From an optimization exercise on the open Yosys and OpenROAD flow, aimed at a short achievable clock period and few clock cycles; shortcuts taken in it are not production practice.
Where RTL was checked, it was by simulation tests only, not by an equivalence proof against the original.
Power is estimated from default activity; no workload was simulated.

Design overture, start of the top module:
module overture (
    input  wire       clk_i,
    input  wire       reset_i,
    input  wire [7:0] memory_data_i,
    output wire [7:0] memory_address_o,
    output wire [7:0] io_address_o,
    input  wire [7:0] io_data_read_i,
    output wire [7:0] io_data_write_o,
    output wire       io_data_write_enable_o,
    output wire       io_data_read_enable_o,
    output wire       cpu_halted_o
);
    reg [7:0] pc;
    reg [7:0] r0, r1, r2, r3, r4, r5, r6;
    reg       halted;
    reg [7:0] ir;          
    reg       ir_v;
    reg [6:0] e_wen;       
    reg       e_alu;       
    reg       e_io;        
    reg [7:0] e_val;       
    reg       e_ldi;       
    reg [5:0] e_imm;
    reg       e_add;       
    reg       e_sub;
    reg       e_shl;
    reg       e_shr;
    reg       e_log;
    reg [7:0] op_a;        
    reg [7:0] op_bx;       
    reg [7:0] log_q;       
    reg [2:0] sh_n;        
    reg       re_q;
    reg       we_q;
    reg       bf_phase;    
    reg [7:0] io_addr_q;   
    reg [7:0] io_wdata_q;  
    wire [7:0] sum     = op_a + op_bx + {7'd0, e_sub};
    wire [7:0] shl_out = op_a << sh_n;
    wire [7:0] shr_out = op_a >> sh_n;
    wire [7:0] alu_out = ({8{e_add | e_sub}} & sum) |
                         ({8{e_shl}} & shl_out) |
                         ({8{e_shr}} & shr_out) |
                         ({8{e_log}} & log_q);
    wire [7:0] e_fval = e_ldi ? {2'b00, e_imm} : e_val;
    wire [7:0] e_wval = e_io ? io_data_read_i : e_fval;
    wire [7:0] n0 = e_wen[0] ? e_wval : r0;
    wire [7:0] n1 = e_wen[1] ? e_wval : r1;
  ...
export LEC_CHECK = 0
export ABC_CLOCK_PERIOD_IN_PS = 2000
export CAP_MARGIN = 20
export CORE_MARGIN = 2
export CORE_UTILIZATION = 55
export SETUP_SLACK_MARGIN = 5
export SLEW_MARGIN = 20
create_clock -name core_clock -period 7.2 [get_ports {clk_i}]
run.sh (not shown) runs the stock make flow with config.mk's settings and CLKGATE_MAP_FILE= SYNTH_SCRIPT=/design/flow/synth_recipe.tcl, a recipe that flattens the netlist after the stock synthesis.
The first run produced a clean layout.
Testbench counts at the start, summed over its fixed seeds: cycles 60,843.
Then changed:
CORE_UTILIZATION = 40   (was 55)
Result: The changed run finished clean. Global-route usage goes down by 9.6 points. Worst setup slack gets better by 81 ps. Clock-buffer cell count came out lower by 1. Area after synthesis stays the same. Critical path depth decreases by 1.

Another version of the RTL of overture (not shown whole).
Size in the first run: about 830 cells after synthesis, about 140 flip-flops.
## overture
module overture (
    input  wire       clk_i,
    input  wire       reset_i,
    input  wire [7:0] memory_data_i,
    output wire [7:0] memory_address_o,
    output wire [7:0] io_address_o,
    input  wire [7:0] io_data_read_i,
    output wire [7:0] io_data_write_o,
    output wire       io_data_write_enable_o,
    output wire       io_data_read_enable_o,
    output wire       cpu_halted_o
);
    reg [7:0] pc;
    reg [7:0] r0, r1, r2, r3, r4, r5, r6;
    reg       halted;
    reg [7:0] ir;          
    reg       ir_v;
    reg [6:0] e_wen;       
    reg       e_alu;       
    reg       e_io;        
    reg [7:0] e_val;       
    reg       e_valz;      
    reg       e_valz_ok;   
    reg       e_ldi;       
    reg [5:0] e_imm;
    reg       e_add;       
    reg       e_sub;
    reg       e_shl;
    reg       e_shr;
    reg       e_log;
    reg [7:0] op_a;        
    reg [7:0] op_bx;       
    reg [7:0] log_q;       
    reg [2:0] sh_n;        
    reg       re_q;
    reg       we_q;
    reg       bf_phase;    
    reg [7:0] io_addr_q;   
    reg [7:0] io_wdata_q;  
    wire [7:0] sum     = op_a + op_bx + {7'd0, e_sub};
    wire [7:0] shl_out = op_a << sh_n;
    wire [7:0] shr_out = op_a >> sh_n;
    wire [7:0] alu_out = ({8{e_add | e_sub}} & sum) |
                         ({8{e_shl}} & shl_out) |
                         ({8{e_shr}} & shr_out) |
                         ({8{e_log}} & log_q);
    wire [7:0] e_fval = e_ldi ? {2'b00, e_imm} : e_val;
    wire [7:0] e_wval = e_io ? io_data_read_i : e_fval;
    wire [7:0] n0 = e_wen[0] ? e_wval : r0;
    wire [7:0] n1 = e_wen[1] ? e_wval : r1;
    wire [7:0] n2 = e_wen[2] ? e_wval : r2;
    wire [7:0] n3 = e_alu ? alu_out : e_wen[3] ? e_wval : r3;
    wire [7:0] n4 = e_wen[4] ? e_wval : r4;
    wire [7:0] n5 = e_wen[5] ? e_wval : r5;
    wire [7:0] n6 = e_wen[6] ? e_wval : r6;
    wire [7:0] m0 = e_wen[0] ? e_fval : r0;
    wire [7:0] m1 = e_wen[1] ? e_fval : r1;
    wire [7:0] m2 = e_wen[2] ? e_fval : r2;
  ...
==> flow/config.mk <==
export PLATFORM = sky130hd
export DESIGN_NAME = overture
export DESIGN_NICKNAME = overture
export VERILOG_FILES = /design/flow/design.v
export SDC_FILE = /design/flow/constraint.sdc
export NUM_CORES = 4
export LEC_CHECK = 0
export ABC_CLOCK_PERIOD_IN_PS = 2000
export CAP_MARGIN = 20
export CORE_MARGIN = 2
export CORE_UTILIZATION = 40
export CTS_CLUSTER_DIAMETER = 300
export CTS_CLUSTER_SIZE = 100
export SETUP_SLACK_MARGIN = 5
export SLEW_MARGIN = 20
==> flow/constraint.sdc <==
create_clock -name core_clock -period 7.2 [get_ports {clk_i}]
set_input_delay 1.4400 -clock core_clock [delete_from_list [all_inputs] [get_ports {clk_i}]]
set_output_delay 1.4400 -clock core_clock [all_outputs]
set_load 0.01 [all_outputs]
Rerun with:
CTS_CLUSTER_DIAMETER = default   (was 300)
CTS_CLUSTER_SIZE = default   (was 100)
Outcome: The new run ran to the end with no violations. Sequential power stays flat. Utilization stays the same. Setup slack stays the same. Global-route usage does not change. Routed wire length stays the same. Clock power stays flat.
Function was not checked in any run of this note: the RTL went through the layout flow alone.

overture, a different RTL version from the one above (not shown whole).
Size in the first run: ~770 cells after synthesis, ~45 I/O pins, ~6300 µm² of cells after synthesis.
clock: 7.2 ns
lec_check: 0
abc_clock_period_in_ps: 2000
cap_margin: 20
core_margin: 2
core_utilization: 40
setup_slack_margin: 5
slew_margin: 20
The starting point produced a clean layout.
Testbench counts at the start, summed over its fixed seeds: cycles 58,570.
Change:
Settings changed: ABC_CLOCK_PERIOD_IN_PS 2000 to unset, SETUP_SLACK_MARGIN 5 to unset.
Outcome:
- routed wire length is lower by about a fifth
- core utilization is lower by 13 points
- setup slack loses 1.3 ns
- cell area is lower by about a fifth

Another version of the RTL of overture (not shown whole).
Size: roughly 770 cells after synthesis, ~130 flip-flops, roughly 45 I/O pins, roughly 7100 µm² of cells after synthesis.
export LEC_CHECK = 0
export ABC_CLOCK_PERIOD_IN_PS = 2000
export CAP_MARGIN = 20
export CORE_MARGIN = 2
export CORE_UTILIZATION = 40
export SETUP_SLACK_MARGIN = 5
export SLEW_MARGIN = 20
create_clock -name core_clock -period 7.2 [get_ports {clk_i}]
Change:
- CORE_UTILIZATION: 40 -> 65
Outcome: Sequential share of layout area is lower by 0.78 points; setup slack degrades by 190 ps; area after synthesis is unchanged; cell area is higher by a few percent; routed wire length is higher by well over a third; clock skew is higher by 16 ps; clock power is higher by roughly a tenth.
No run of this note included a check of the RTL's function; only the layout flow was run.

The RTL this note starts from:
==> flow/design.v <==
module overture (
    input  wire       clk_i,
    input  wire       reset_i,
    input  wire [7:0] memory_data_i,
    output wire [7:0] memory_address_o,
    output wire [7:0] io_address_o,
    input  wire [7:0] io_data_read_i,
    output wire [7:0] io_data_write_o,
    output wire       io_data_write_enable_o,
    output wire       io_data_read_enable_o,
    output wire       cpu_halted_o
);
    reg [7:0] pc;
    reg [7:0] r0, r1, r2, r3, r4, r5, r6;
    reg       halted;
    reg [7:0] ir;          
    reg       ir_v;
    reg       ir_pred;     
    reg [7:0] ir_pc1;      
    reg [7:0] ir_srch;     
    reg       ir_bad;      
    reg       ir_r3;       
    reg [2:0] ir_jt;       
    reg [2:0] ir_jm;       
    reg [6:0] e_wen;       
    reg       e_alu;       
    reg       e_io;        
    reg [7:0] e_val;       
    reg       e_valz;      
    reg       e_valz_ok;   
    reg       e_ldi;       
    reg [5:0] e_imm;
    reg       e_add;       
    reg       e_sub;
    reg       e_shl;
    reg       e_shr;
    reg       e_log;
    reg [7:0] op_a;        
    reg [7:0] op_bx;       
    reg [7:0] log_q;       
    reg [2:0] sh_n;        
    reg       re_q;
    reg       we_q;
    reg       bf_phase;    
    reg [7:0] io_addr_q;   
    reg [7:0] io_wdata_q;  
    wire [7:0] sum     = op_a + op_bx + {7'd0, e_sub};
    wire [7:0] shl_out = op_a << sh_n;
    wire [7:0] shr_out = op_a >> sh_n;
    wire [7:0] alu_out = ({8{e_add | e_sub}} & sum) |
                         ({8{e_shl}} & shl_out) |
                         ({8{e_shr}} & shr_out) |
                         ({8{e_log}} & log_q);
    wire [7:0] e_fval = e_ldi ? {2'b00, e_imm} : e_val;
    wire [7:0] e_wval = e_io ? io_data_read_i : e_fval;
    wire [7:0] n0 = e_wen[0] ? e_wval : r0;
    wire [7:0] n1 = e_wen[1] ? e_wval : r1;
    wire [7:0] n2 = e_wen[2] ? e_wval : r2;
    wire [7:0] n3 = e_alu ? alu_out : e_wen[3] ? e_wval : r3;
    wire [7:0] n4 = e_wen[4] ? e_wval : r4;
    wire [7:0] n5 = e_wen[5] ? e_wval : r5;
    wire [7:0] n6 = e_wen[6] ? e_wval : r6;
    wire [7:0] m0 = e_wen[0] ? e_fval : r0;
    wire [7:0] m1 = e_wen[1] ? e_fval : r1;
    wire [7:0] m2 = e_wen[2] ? e_fval : r2;
    wire [7:0] m3 = e_wen[3] ? e_fval : r3;
    wire [7:0] m4 = e_wen[4] ? e_fval : r4;
    wire [7:0] m5 = e_wen[5] ? e_fval : r5;
    wire [7:0] m6 = e_wen[6] ? e_fval : r6;
    wire       zf = e_fval == 8'd0;
    wire [6:0] mzv = {e_wen[6] ? zf : r6 == 8'd0, e_wen[5] ? zf : r5 == 8'd0,
                      e_wen[4] ? zf : r4 == 8'd0, e_wen[3] ? zf : r3 == 8'd0,
                      e_wen[2] ? zf : r2 == 8'd0, e_wen[1] ? zf : r1 == 8'd0,
                      e_wen[0] ? zf : r0 == 8'd0};
    wire [7:0] ins    = ir;
    wire [1:0] ty     = ins[7:6];
    wire [2:0] src    = ins[5:3];
    wire [2:0] dst    = ins[2:0];
    wire       bad    = ir_v && ir_bad;
    wire       is_ldi = (ty == 2'b00);
    wire       is_alu = (ty == 2'b01);             
    wire       is_cp  = (ty == 2'b10);
    wire       is_jmp = (ty == 2'b11);             
    wire       is_rd  = is_cp && (src == 3'b111);
    wire       is_wr  = is_cp && (dst == 3'b111);
    wire       is_bf  = is_rd && is_wr;
    wire       zero = e_wen[3] ? (e_ldi ? (e_imm == 6'd0) : e_valz) : (r3 == 8'd0);
    wire       neg  = m3[7];
    wire cond = zero ? ir_jt[0] : neg ? ir_jt[1] : ir_jt[2];
    wire e_r3_late = e_alu | (e_wen[3] & (e_io | (!e_ldi & !e_valz_ok)));
    wire jstall  = ir_r3 && e_r3_late;
    wire bf_rd   = is_bf && !bf_phase;
    wire issue   = ir_v && !halted && !bad && !jstall;
    wire pred     = memory_data_i[7:2] == 6'b110001 && !(ir_v && is_cp && dst == 3'd0);
    wire [7:0] pred_tgt = (ir_v && is_ldi) ? {2'b00, ir[5:0]} : n0;
    wire       f_bad = memory_data_i[6] && memory_data_i[5:3] != 3'd0;
    wire       f_jmp = memory_data_i[7:3] == 5'b11000;
    wire [2:0] f_cc  = memory_data_i[2:0];
    wire [2:0] f_jt  = {3{f_jmp}} & {
        f_cc == 3'b100 || f_cc == 3'b101 || f_cc == 3'b110 || f_cc == 3'b111,    
        f_cc == 3'b010 || f_cc == 3'b011 || f_cc == 3'b100 || f_cc == 3'b101,    
        f_cc == 3'b001 || f_cc == 3'b011 || f_cc == 3'b100 || f_cc == 3'b110};   
    wire mispredict = ir_v && (zero ? ir_jm[0] : neg ? ir_jm[1] : ir_jm[2]);
    wire hold    = halted || bad || (ir_v && (jstall || bf_rd));
    wire [7:0] pc_seq  = hold ? pc : mispredict ? (cond ? n0 : ir_pc1) : pc + 8'd1;
    wire [7:0] pc_next = (pred && !hold && !mispredict) ? pred_tgt : pc_seq;
    wire [7:0] src_m = ({8{ir_srch[0]}} & m0) | ({8{ir_srch[1]}} & m1) |
                       ({8{ir_srch[2]}} & m2) | ({8{ir_srch[3]}} & m3) |
                       ({8{ir_srch[4]}} & m4) | ({8{ir_srch[5]}} & m5) |
                       ({8{ir_srch[6]}} & m6);
    wire       src_e = |(ir_srch & {1'b1, e_wen});   
    wire fwd_io  = e_io && src_e;
    wire fwd_alu = e_alu && ir_srch[3];
    wire [7:0] src_val = fwd_io ? io_data_read_i : fwd_alu ? alu_out : src_m;
    reg [6:0] wen;
    always @(*) begin
        wen = 7'd0;
        if (is_ldi) wen[0] = 1'b1;
        if (is_alu) wen[3] = 1'b1;
        if (is_cp && dst != 3'b111) wen[dst] = 1'b1;
    end
    wire [3:0] amt = n2[3:0];
    wire [2:0] amt_neg = 3'd0 - amt[2:0];
    always @(posedge clk_i) begin
        if (reset_i) begin
            pc        <= 8'd0;
            halted    <= 1'b0;
            ir_v      <= 1'b0;
            r0 <= 8'd0; r1 <= 8'd0; r2 <= 8'd0; r3 <= 8'd0;
            r4 <= 8'd0; r5 <= 8'd0; r6 <= 8'd0;
            e_wen     <= 7'd0;
            e_alu     <= 1'b0;
            e_io      <= 1'b0;
            re_q      <= 1'b0;
            we_q      <= 1'b0;
            bf_phase  <= 1'b0;
        end else begin
            r0 <= n0; r1 <= n1; r2 <= n2; r3 <= n3;
            r4 <= n4; r5 <= n5; r6 <= n6;
            if (bad)
                halted <= 1'b1;
            pc <= pc_next;
            if (!hold) begin
                if (mispredict) begin
                    ir_v <= 1'b0;      
                end else begin
                    ir      <= memory_data_i;
                    ir_srch <= 8'd1 << memory_data_i[5:3];
                    ir_bad  <= f_bad;
                    ir_r3   <= f_jmp && memory_data_i[1:0] != 2'b00;
                    ir_jt   <= f_jt;
                    ir_jm   <= f_jt ^ {3{pred}};
                    ir_v    <= 1'b1;
                    ir_pred <= pred;
                    ir_pc1  <= pc + 8'd1;
                end
            end
            e_wen     <= issue ? wen : 7'd0;
            e_alu     <= issue && is_alu;
            e_io      <= issue && is_rd;
            re_q      <= issue && is_rd && !(is_bf && bf_phase);
            we_q      <= issue && is_wr && !bf_rd;
            bf_phase  <= issue && bf_rd;
        end
        e_val     <= src_val;
        e_valz    <= fwd_io ? (io_data_read_i == 8'd0) : (ir_srch[6:0] & mzv) != 7'd0;
        e_valz_ok <= !fwd_alu;
        e_ldi     <= is_ldi;
        e_imm     <= ins[5:0];
        e_add     <= dst == 3'b100;
        e_sub     <= dst == 3'b101;
        e_shl     <= dst == 3'b111 && !amt[3];
        e_shr     <= dst == 3'b111 && amt[3];
        e_log     <= dst[2] == 1'b0 || dst == 3'b110;
        sh_n      <= amt[3] ? amt_neg : amt[2:0];
        op_a      <= n1;
        op_bx     <= n2 ^ {8{dst == 3'b101}};
        case (dst)
            3'b000:  log_q <= n1 | n2;
            3'b001:  log_q <= ~(n1 & n2);
            3'b010:  log_q <= ~(n1 | n2);
            3'b011:  log_q <= n1 & n2;
            default: log_q <= n1 ^ n2;
        endcase
        io_addr_q <= n6;
        io_wdata_q <= src_val;
    end
    assign memory_address_o       = pc;
    assign io_address_o           = io_addr_q;
    assign io_data_write_o        = io_wdata_q;
    assign io_data_write_enable_o = we_q;
    assign io_data_read_enable_o  = re_q;
    assign cpu_halted_o           = halted;
endmodule
export LEC_CHECK = 0
export ABC_CLOCK_PERIOD_IN_PS = 2000
export CAP_MARGIN = 20
export CORE_MARGIN = 2
export CORE_UTILIZATION = 30
export SETUP_SLACK_MARGIN = 5
export SLEW_MARGIN = 20
create_clock -name core_clock -period 7.2 [get_ports {clk_i}]
The first run ran to the end with no violations.
Change:
- ABC_CLOCK_PERIOD_IN_PS: 2000 -> 1200
- CORE_UTILIZATION: 30 -> 40
=> The new run finished with timing, DRC and antenna clean. Cell area stays flat. Clock-buffer cell count increases by 2. Worst setup slack gets worse by 0.012 ns. Routed wire length decreases by 2.2%. Total power increases by 3.4%. Global-route usage increases by 5.3 points.
Change:
- ABC_CLOCK_PERIOD_IN_PS: 1200 -> 2000
- CORE_UTILIZATION: 40 -> 55
After rerunning:
- The new run finished clean
- via count climbs by about 4.7%
- area after synthesis is unchanged
- power is lower by 3.0%
- non-clock buffer count fell by 11
- global-route usage grows by 10 points
- cell count came out lower by 7.7%
Function was not checked in any run of this note: the RTL went through the layout flow alone.

static timing again, ports no longer ideal:
How much do the figures lean on ideal ports? The routed layouts below were timed once more, with nothing changed but the port constraints. Step 1 assumes that a clkbuf_16 drives the clock port and a buf_2 every other input. Step 2 times the ports against the registers' clock, not the clock port: input delays grow and output delays shrink by t, the midpoint of the rising clock arrivals with the driver on. Three values: ideal, step 1, step 2; two values: the first two.
run	shift t [ns]	slack for setup (ns)	worst hold slack (ns)	worst register clock-pin slew, ns
the first run of note 1	0.467	4.708 / 4.708 / 4.338	0.498 / 0.498 / 0.498	0.06 / 0.06
the second run of note 1	0.467	4.790 / 4.790 / 4.377	0.489 / 0.489 / 0.489	0.06 / 0.06
the first run of note 2	0.467	4.729 / 4.729 / 4.362	0.490 / 0.490 / 0.490	0.06 / 0.06
the second run of note 2	0.467	4.729 / 4.729 / 4.362	0.490 / 0.490 / 0.490	0.06 / 0.06
the first run of note 3	0.384	3.910 / 3.910 / 3.587	0.445 / 0.445 / 0.445	0.07 / 0.07
the second run of note 3	0.384	2.620 / 2.620 / 2.539	0.455 / 0.455 / 0.455	0.07 / 0.07
the first run of note 4	0.462	4.070 / 4.074 / 3.612	0.484 / 0.484 / 0.484	0.06 / 0.06
the second run of note 4	0.591	3.876 / 3.841 / 3.251	0.506 / 0.506 / 0.506	0.07 / 0.07
the first run of note 5	0.484	4.642 / 4.642 / 4.158	0.438 / 0.438 / 0.438	0.07 / 0.07
the second run of note 5	0.471	4.631 / 4.639 / 4.169	0.442 / 0.442 / 0.442	0.07 / 0.07
the third run of note 5	0.480	4.557 / 4.568 / 4.088	0.408 / 0.408 / 0.408	0.07 / 0.07
After both steps every run listed still meets setup and hold. The setup slack of the second run of note 4, which loses most, moves by -0.035 ns with the drivers and by -0.625 ns with both steps.
